From an optimization exercise on the open Yosys and OpenROAD flow, aimed at small area; shortcuts taken in it are not production practice. In this exercise RTL edits were held to simulation tests only and were not proved equivalent to the original.

`design/flow/run.sh`:
```
#!/bin/bash
# synth_recipe.tcl (not shown) runs the flow's synth.tcl, then flattens the netlist and writes it again
# the make line also repeats each setting of config.mk as NAME=value (left out here)
make -C /OpenROAD-flow-scripts/flow DESIGN_CONFIG=/design/flow/config.mk WORK_HOME=/design/flow/orfs CLKGATE_MAP_FILE= SYNTH_SCRIPT=/design/flow/synth_recipe.tcl finish
```
`design/flow/config.mk`:
```
export PLATFORM = sky130hd
export DESIGN_NAME = VGA
export DESIGN_NICKNAME = VGA
export VERILOG_FILES = /design/flow/design.v
export SDC_FILE = /design/flow/constraint.sdc
export NUM_CORES = 4
export LEC_CHECK = 0
export CAP_MARGIN = 20
export CORE_MARGIN = 2
export CORE_UTILIZATION = 40
export SLEW_MARGIN = 20
```
`design/flow/constraint.sdc`:
```
create_clock -name core_clock -period 20.0 [get_ports {clk}]
set_input_delay 4.0000 -clock core_clock [delete_from_list [all_inputs] [get_ports {clk}]]
set_output_delay 4.0000 -clock core_clock [all_outputs]
set_load 0.01 [all_outputs]
```
`design/flow/design.v`:
```
module VGA(clk, rst, VGA_HS, VGA_VS ,VGA_R, VGA_G, VGA_B,VGA_BLANK_N,VGA_CLOCK, player, result_in, result,  state);
	input 				clk, rst;
	input		[1:0]		state;  
	input 	[1:0]  	player;  
	input 	[1:0] 	result;  
	input 	[17:0] 	result_in;  
	output 				VGA_HS, VGA_VS;
	output 				VGA_BLANK_N, VGA_CLOCK;
	output reg [7:0] 	VGA_R, VGA_G, VGA_B;
	reg 					clk25M;
	reg 					VGA_HS, VGA_VS;
	reg		[10:0] 	counterHS;
	reg		[9:0] 	counterVS;
	reg 		[2:0] 	valid;
	reg 		[12:0] 	X, Y;
	reg 	[23:0]	color[0:5];
	parameter H_FRONT = 16;
	parameter H_SYNC  = 96;
	parameter H_BACK  = 48;
	parameter H_ACT   = 640;
	parameter H_BLANK = H_FRONT + H_SYNC + H_BACK;
	parameter H_TOTAL = H_FRONT + H_SYNC + H_BACK + H_ACT;
	parameter V_FRONT = 11;
	parameter V_SYNC  = 2;
	parameter V_BACK  = 32;
	parameter V_ACT   = 480;
	parameter V_BLANK = V_FRONT + V_SYNC + V_BACK;
	parameter V_TOTAL = V_FRONT + V_SYNC + V_BACK + V_ACT;
	assign VGA_BLANK_N = ~((counterHS<H_BLANK)||(counterVS<V_BLANK));
	assign VGA_CLOCK = ~clk25M;
	always@(posedge clk)
		if(!rst)
			clk25M <= 1'b0;
		else
			clk25M <= ~clk25M;
	wire pix_en = ~clk25M;
	always@(posedge clk)	begin
		if(!rst) begin
			counterHS <= 0;
			VGA_HS <= 1'b1;
			X <= 0;
		end
		else if(pix_en) begin
			if(counterHS == H_TOTAL) 
				counterHS <= 0;
			else 
				counterHS <= counterHS + 1'b1;
			if(counterHS == H_FRONT-1)
				VGA_HS <= 1'b0;
			if(counterHS == H_FRONT + H_SYNC -1)
				VGA_HS <= 1'b1;
			if(counterHS >= H_BLANK)
				X <= counterHS-H_BLANK;
			else
				X <= 0;	
		end
	end
	always@(posedge clk)
	begin
		if(!rst) begin
			counterVS <= 0;
			VGA_VS <= 1'b1;
			Y <= 0;
		end
		else if(pix_en) begin
			if(counterVS == V_TOTAL) 
				counterVS <= 0;
			else if(counterHS == H_TOTAL) 
				counterVS <= counterVS + 1'b1;
			if(counterVS == V_FRONT-1)
				VGA_VS <= 1'b0;
			if(counterVS == V_FRONT + V_SYNC -1)
				VGA_VS <= 1'b1;
			if(counterVS >= V_BLANK)
				Y <= counterVS-V_BLANK;
			else
				Y <= 0;
		end
	end
	always@(posedge clk) begin
		if (!rst) begin
			{VGA_R,VGA_G,VGA_B} <= 0 ;
		end else if(pix_en) begin
			if(state == 0)begin
				{VGA_R,VGA_G,VGA_B} <= 24'h64A682;  
				if( ((X - 270) * (X - 270)  + (Y - 240) * (Y - 240)) <= 1600)
					{VGA_R,VGA_G,VGA_B}<=  color[3]; 
				if( ((X - 270) * (X - 270)  + (Y - 240) * (Y - 240)) <= 400)
					{VGA_R,VGA_G,VGA_B}<=  24'h64A682;
				if( ((X < 413 && X > 323)  && (Y < 280 && Y > 200))	 && ( (X - Y >= 115) && (X - Y <= 145)  ) )
					{VGA_R,VGA_G,VGA_B} <=  color[3];
				if( ((X < 413 && X > 323)  && (Y < 280 && Y > 200))	 && ( (X + Y >= 595) && (X + Y <= 625)  ) )
					{VGA_R,VGA_G,VGA_B} <=  color[3];
			end
			else if(state == 1)begin
				if(( X <= 218 && X >= 208) || (X >= 421 && X <=431))
					{VGA_R,VGA_G,VGA_B} <= color[0];
				else if(( Y >= 155 && Y <= 165) || (Y <= 325 && Y >= 315))
					{VGA_R,VGA_G,VGA_B} <= color[0];
				else
					{VGA_R,VGA_G,VGA_B}<= color[3];
				if(result_in[1:0] == 2'b01)begin
					if( ((X - 107) * (X - 107)  + (Y - 80) * (Y - 80)) <= 1600)
						{VGA_R,VGA_G,VGA_B}<=  color[1];
					if( ((X - 107) * (X - 107)  + (Y - 80) * (Y - 80)) <= 900)
						{VGA_R,VGA_G,VGA_B}<=  color[3];
				end else if(result_in[1:0] == 2'b10)begin
					if( ((X < 150 && X > 60)  && (Y < 120 && Y > 40)) && ( ( (X - Y >= 22) && (X - Y <= 32)  )  || ( (X + Y >= 182) && (X + Y <= 192) )) )
						{VGA_R,VGA_G,VGA_B} <=  color[2];
				end
				if(result_in[3:2] == 2'b01)begin
					if( ((X - 320) * (X - 320)  + (Y - 80) * (Y - 80)) <= 1600)
						{VGA_R,VGA_G,VGA_B}<=  color[1];
					if( ((X - 320) * (X - 320)  + (Y - 80) * (Y - 80)) <= 900)
						{VGA_R,VGA_G,VGA_B}<=  color[3];
				end else if(result_in[3:2] == 2'b10)begin
					if( ((X < 363 && X > 273)  && (Y < 120 && Y > 40))	 && ( ((X - Y >= 235) && (X - Y <= 245) ) ||  ( (X + Y >= 395) && (X + Y <= 405)  ) ) )
						{VGA_R,VGA_G,VGA_B} <=  color[2];
				end
				if(result_in[5:4] == 2'b01)begin
					if( ((X - 533) * (X - 533)  + (Y - 80) * (Y - 80)) <= 1600)
						{VGA_R,VGA_G,VGA_B}<=  color[1];
					if( ((X - 533) * (X - 533)  + (Y - 80) * (Y - 80)) <= 900)
						{VGA_R,VGA_G,VGA_B}<=  color[3];
				end else if(result_in[5:4] == 2'b10)begin
					if( ((X < 576 && X > 486)  && (Y < 120 && Y > 40))	 && ( (X - Y >= 448) && (X - Y <= 458)  ) )
						{VGA_R,VGA_G,VGA_B} <=  color[2];
					if( ((X < 576 && X > 486)  && (Y < 120 && Y > 40))	 && ( (X + Y >= 608) && (X + Y <= 618)  ) )
						{VGA_R,VGA_G,VGA_B} <=  color[2];
				end
				if(result_in[7:6] == 2'b01)begin
					if( ((X - 107) * (X - 107)  + (Y - 240) * (Y - 240)) <= 1600)
						{VGA_R,VGA_G,VGA_B}<=  color[1];
					if( ((X - 107) * (X - 107)  + (Y - 240) * (Y - 240)) <= 900)
						{VGA_R,VGA_G,VGA_B}<=  color[3];
				end else if(result_in[7:6] == 2'b10)begin
					if( ((X < 150 && X > 60)  && (Y < 280 && Y > 200))	 && ( (X - Y >= -138) && (X - Y <= -128)  ) )
						{VGA_R,VGA_G,VGA_B} <=  color[2];
					if( ((X < 150 && X > 60)  && (Y < 280 && Y > 200))	 && ( (X + Y >= 342) && (X + Y <= 352)  ) )
						{VGA_R,VGA_G,VGA_B} <=  color[2];
				end
				if(result_in[9:8] == 2'b01)begin
					if( ((X - 320) * (X - 320)  + (Y - 240) * (Y - 240)) <= 1600)
						{VGA_R,VGA_G,VGA_B}<=  color[1];
					if( ((X - 320) * (X - 320)  + (Y - 240) * (Y - 240)) <= 900)
						{VGA_R,VGA_G,VGA_B}<=  color[3];
				end else if(result_in[9:8] == 2'b10)begin
					if( ((X < 363 && X > 273)  && (Y < 280 && Y > 200))	 && ( (X - Y >= 75) && (X - Y <= 85)  ) )
						{VGA_R,VGA_G,VGA_B} <=  color[2];
					if( ((X < 363 && X > 273)  && (Y < 280 && Y > 200))	 && ( (X + Y >= 555) && (X + Y <= 565)  ) )
						{VGA_R,VGA_G,VGA_B} <=  color[2];
				end
				if(result_in[11:10] == 2'b01)begin
					if( ((X - 533) * (X - 533)  + (Y - 240) * (Y - 240)) <= 1600)
						{VGA_R,VGA_G,VGA_B}<=  color[1];
					if( ((X - 533) * (X - 533)  + (Y - 240) * (Y - 240)) <= 900)
						{VGA_R,VGA_G,VGA_B}<=  color[3];
				end else if(result_in[11:10] == 2'b10)begin
					if( ((X < 576 && X > 486)  && (Y < 280 && Y > 200))	 && ( (X - Y >= 288) && (X - Y <= 298)  ) )
						{VGA_R,VGA_G,VGA_B} <=  color[2];
					if( ((X < 576 && X > 486)  && (Y < 280 && Y > 200))	 && ( (X + Y >= 768) && (X + Y <= 778)  ) )
						{VGA_R,VGA_G,VGA_B} <=  color[2];
				end
				if(result_in[13:12] == 2'b01)begin
					if( ((X - 107) * (X - 107)  + (Y - 400) * (Y - 400)) <= 1600)
						{VGA_R,VGA_G,VGA_B}<=  color[1];
					if( ((X - 107) * (X - 107)  + (Y - 400) * (Y - 400)) <= 900)
						{VGA_R,VGA_G,VGA_B}<=  color[3];
				end else if(result_in[13:12] == 2'b10)begin
					if( ((X < 150 && X > 60)  && (Y < 440 && Y > 360))	 && ( (X - Y >= -298) && (X - Y <= -288)  ) )
						{VGA_R,VGA_G,VGA_B} <=  color[2];
					if( ((X < 150 && X > 60)  && (Y < 440 && Y > 360))	 && ( (X + Y >= 502) && (X + Y <= 512)  ) )
						{VGA_R,VGA_G,VGA_B} <=  color[2];
				end
				if(result_in[15:14] == 2'b01)begin
					if( ((X - 320) * (X - 320)  + (Y - 400) * (Y - 400)) <= 1600)
						{VGA_R,VGA_G,VGA_B}<=  color[1];
					if( ((X - 320) * (X - 320)  + (Y - 400) * (Y - 400)) <= 900)
						{VGA_R,VGA_G,VGA_B}<=  color[3];
				end else if(result_in[15:14] == 2'b10)begin
					if( ((X < 363 && X > 273)  && (Y < 440 && Y > 360))	 && ( (X - Y >= -85) && (X - Y <= -75)  ) )
						{VGA_R,VGA_G,VGA_B} <=  color[2];
					if( ((X < 363 && X > 273)  && (Y < 440 && Y > 360))	 && ( (X + Y >= 715) && (X + Y <= 725)  ) )
						{VGA_R,VGA_G,VGA_B} <=  color[2];
				end
				if(result_in[17:16] == 2'b01)begin
					if( ((X - 533) * (X - 533)  + (Y - 400) * (Y - 400)) <= 1600)
						{VGA_R,VGA_G,VGA_B}<=  color[1];
					if( ((X - 533) * (X - 533)  + (Y - 400) * (Y - 400)) <= 900)
						{VGA_R,VGA_G,VGA_B}<=  color[3];
				end else if(result_in[17:16] == 2'b10)begin
					if( ((X < 576 && X > 486)  && (Y < 440 && Y > 360))	 && ( (X - Y >= 128) && (X - Y <= 138)  ) )
						{VGA_R,VGA_G,VGA_B} <=  color[2];
					if( ((X < 576 && X > 486)  && (Y < 440 && Y > 360))	 && ( (X + Y >= 928) && (X + Y <= 938)  ) )
						{VGA_R,VGA_G,VGA_B} <=  color[2];
				end
			end
			else if(state == 2)begin	
				if(result == 2'b01)
					{VGA_R,VGA_G,VGA_B}<= color[1];
				else if(result == 2'b10)
					{VGA_R,VGA_G,VGA_B}<= color[2];
				else if (result == 2'b00)
					{VGA_R,VGA_G,VGA_B}<= color[0];
			end		
		end
	end
	always@(posedge clk)begin
		if(!rst)begin
			color[0]<=24'h000000;
			color[1]<=24'h000000;
			color[2]<=24'h000000;
			color[3]<=24'h000000;
		end else begin
			color[0]<=24'hCACACA;	 
			color[1]<=24'h2E77AE;  	 
			color[2]<=24'hCA1F3D;	 
			color[3]<=24'hFFFFFF;	 
		end
	end
endmodule
```
==> impl_metrics.tcl <==
set metrics [dict create \
    setup.reg_to_reg.worst_slack_ns 3.85 \
    worst_r2r_path_depth 53 \
    cts-root-to-sink-buffers 2 \
    longest_individual_stage_delay_on_the_worst_path_ns 0.66 \
    layout.cells.most_common_list "sky130_fd_sc_hd__inv_1 (1591), sky130_fd_sc_hd__fa_1 (1269), sky130_fd_sc_hd__ha_1 (708)" \
    detail_routed_net_length_per_standard_cell_um 21.6 \
    clock_net_sink_count 61 \
    final.period_utilization_pct 80.8 \
    grt_max_degree 48 \
    viasPerCell 5.50 \
    postSynthCellCount 7876 \
    antenna_found_initial 11 \
    critPathSlowestCell "sky130_fd_sc_hd__dfxtp_1" \
    crit_path_class "reg -> reg" \
    synth_area_sq_um 66000 \
    fmax_mhz 61.9 \
    rsz0062_at_grt "false" \
    min_to "VGA_VS" \
    worst_hold_path_type "reg -> reg" \
    totalNegativeSetupSlack_ns 0 \
    routed_wl_um 219000 \
    overflow_after_grt 0 \
    design.portCount 54 \
    post-dp-hpwl_um 188000 \
    worst_r2r_startpoint "Y[7]" \
    via_count 55600 \
    grt_pass1_vias 57300 \
    tightest_slew_ns 1.31 \
    postSynth.asyncResetShare_pct 0 \
    detail_route_antenna_nets 0 \
    tritoncts "yes" \
    hp-start "VGA_VS" \
    max_cap_violations 0 \
    htreeDepth 3 \
    place.gp.congestion 0.984 \
    synth_ff_type "sky130_fd_sc_hd__dfxtp_1" \
    finalMaxSlewViolations 0 \
    area_growth_syn_to_layout_pct 6.09 \
    grt_usage_pct 26.1 \
    core_region_area_sq_um 164000 \
    rows 149 \
    setup_viol 0 \
    fin_cells 10100 \
    drive_gt1_share_pct 3.62 \
    final_period_minus_worst_setup_slack_ns 16.15 \
    flip_flop_and_latch_count_after_synthesis 61 \
    post_cts.repair.setup_buffers 0 \
    arrival_ns 16.36 \
    outcome "finished clean" \
    worstHoldPathCells 2 \
    r2r-end "VGA_R[5]" \
    finClkSkew_ns 0.0118 \
    cpMostUsedCell "sky130_fd_sc_hd__fa_1" \
    insertion_delay_ns 0.35 \
    max-slew-margin-rel_pct 11.8 \
    ys.warnings.count 2 \
    ctsResizeCount 0 \
    cts_root_buffer "sky130_fd_sc_hd__clkbuf_16" \
    die_wd_um 410 \
    worst_setup_hold_path_clk_slew_ns 0.07 \
    syn_area_per_cell_sq_um 8.38 \
    layout.cells.most_common "sky130_fd_sc_hd__inv_1" \
    final_hold_viol_count 0 \
    fp.dieH_um 410 \
    cp_max_fanout 13 \
    synth-edff-count 0 \
    placed_cells 10100 \
    drc_errors 0 \
    first_iter_violations 3775 \
    layout.nets 9911 \
    buffer_ports.inserted 51 \
    crit_path_end_kind "flip-flop" \
    synth_sequential_area_ratio_pct 1.85 \
    yosys.cell_types.count 109 \
    grt_pass1_wl_um 338000 \
    die_area_sq_um 168000 \
    worst-endpoint-required_ns 20.20 \
    holdBufCountCts 0 \
    detail_route.first_pass.iterations 6 \
    start_util_pct 40.1 \
    cts_inserted_buffers 9 \
    worst_setup_path_start_kind "flip-flop" \
]
[area by class of cell]
type,instances,area [sq um]
clock buffers,9,225
flip-flops and latches,61,1220
clock inverters,7,80.1
diodes,3,7.51
well taps,2189,2740
multi-input cells,6038,58200
repair buffers,170,1400
inverters,1626,6100
fillers,16600,94400
[worst max-delay path, delay by kind of cell (launching register included)]
kind,cells,cell delay [ns]
AOI/OAI and AO/OA,17,4.18
DFF,1,0.66
and+or+nand+nor,9,2.09
buffers and inverters,8,1.02
xor gates and xnor gates,6,2.08
adders and majority gates,13,5.94
[Yosys cell counts (43+ instances only)]
master                     count  area share, %
sky130_fd_sc_hd__nor3_1      157            1.2
sky130_fd_sc_hd__a21o_1      134            1.5
sky130_fd_sc_hd__nor2b_1      71           0.67
sky130_fd_sc_hd__nand4_1      53           0.50
sky130_fd_sc_hd__inv_1      1591            9.0
sky130_fd_sc_hd__a21oi_1     375            2.8
sky130_fd_sc_hd__and2_1       75           0.71
sky130_fd_sc_hd__a211oi_1     53           0.60
sky130_fd_sc_hd__a31oi_1      54           0.51
sky130_fd_sc_hd__clkbuf_1    131           0.74
sky130_fd_sc_hd__fa_1       1269             38
sky130_fd_sc_hd__o21a_1       82           0.93
sky130_fd_sc_hd__xor2_1       89            1.2
sky130_fd_sc_hd__nand2_1     572            3.3
sky130_fd_sc_hd__ha_1        710             13
sky130_fd_sc_hd__and3_1       61           0.58
sky130_fd_sc_hd__nor4_1       54           0.51
sky130_fd_sc_hd__nand2b_1     96           0.91
sky130_fd_sc_hd__o21bai_1     43           0.49
sky130_fd_sc_hd__or3_1        55           0.52
sky130_fd_sc_hd__nor2_1      700            4.0
sky130_fd_sc_hd__xnor2_1     308            4.1
sky130_fd_sc_hd__dfxtp_1      61            1.8
sky130_fd_sc_hd__o21ai_0     275            2.1
sky130_fd_sc_hd__nand3_1     129           0.98
[layer usage]
layer	share of wire (%)	up-vias	wire (um)	GRT usage, %
met5	0.019	-	41	0
met3	5.9	375	12900	2.75
met4	5.0	6	10900	10.9
li1	-	25700	-	-
met2	46	1780	99500	42.4
met1	44	27700	95200	35.6
[registers in the layout, summed over array words and instances, names as in the netlist]
register	flops
color	1
VGA_R	4
Y	11
counterVS	10
VGA_G	6
VGA_B	3
VGA_VS	1
clk25M	1
counterHS	11
VGA_HS	1
X	12
[how the worst max path moves through the flow]
stage / end / startpoint / depth (start not counted) / slack, ns
2_1_floorplan: VGA_R[5] / Y[4] / 58 / 6.42
3_3_place_gp: VGA_R[5] / Y[7] / 54 / 4.04
3_5_place_dp: VGA_R[5] / Y[7] / 53 / 3.91
4_1_cts: VGA_R[5] / Y[7] / 53 / 3.88
5_1_grt: VGA_R[5] / Y[7] / 54 / 2.84
6_report: VGA_R[5] / Y[7] / 53 / 3.85
[kinds of logic after synthesis]
logic type,after synthesis,synth area share [%]
flip-flops,61,1.85
AND/OR/NAND/NOR,2168,15.5
multiplexers,44,0.690
XOR/XNOR,400,5.36
other,2,0.0114
AO/OA/AOI/OAI,1428,14.3
buffers and inverters,1791,10.2
adder cells (fa/ha/maj),1982,52.0
[through the flow]
step	utilization, %	hold slack, ns	setup WS [ns]	area [sq um]
finish	42.6	0.537	3.85	70000
global route	42.6	0.561	2.84	70000
CTS	42.6	0.543	3.88	70000
detailed placement	42.4	0.532	3.91	69700
global placement	42.4	0.513	4.04	69600
floorplan	-	0.490	6.42	66100

## separate check: timing with driven ports
Ports are ideal in the flow. The routed layout listed here was re-timed in OpenROAD.
Step 1, drivers: a clkbuf_16 drives clk and a buf_2 each remaining input, both assumed.
Step 2 times the ports against the registers' clock, not the clock port: input delays grow and output delays shrink by t, the midpoint of the rising clock arrivals with the driver on.
Slacks: no drivers / after step 1 / after step 2; pairs: no drivers / after step 1.
t, ns: 0.402
slack for setup (ns): 3.846 / 3.846 / 3.846
clock arrival spread, ns: 0.012 / 0.012
After both steps this run still meets setup and hold. For this run, drivers alone change the setup slack by 0.000 ns; drivers and shift together by 0.000 ns.
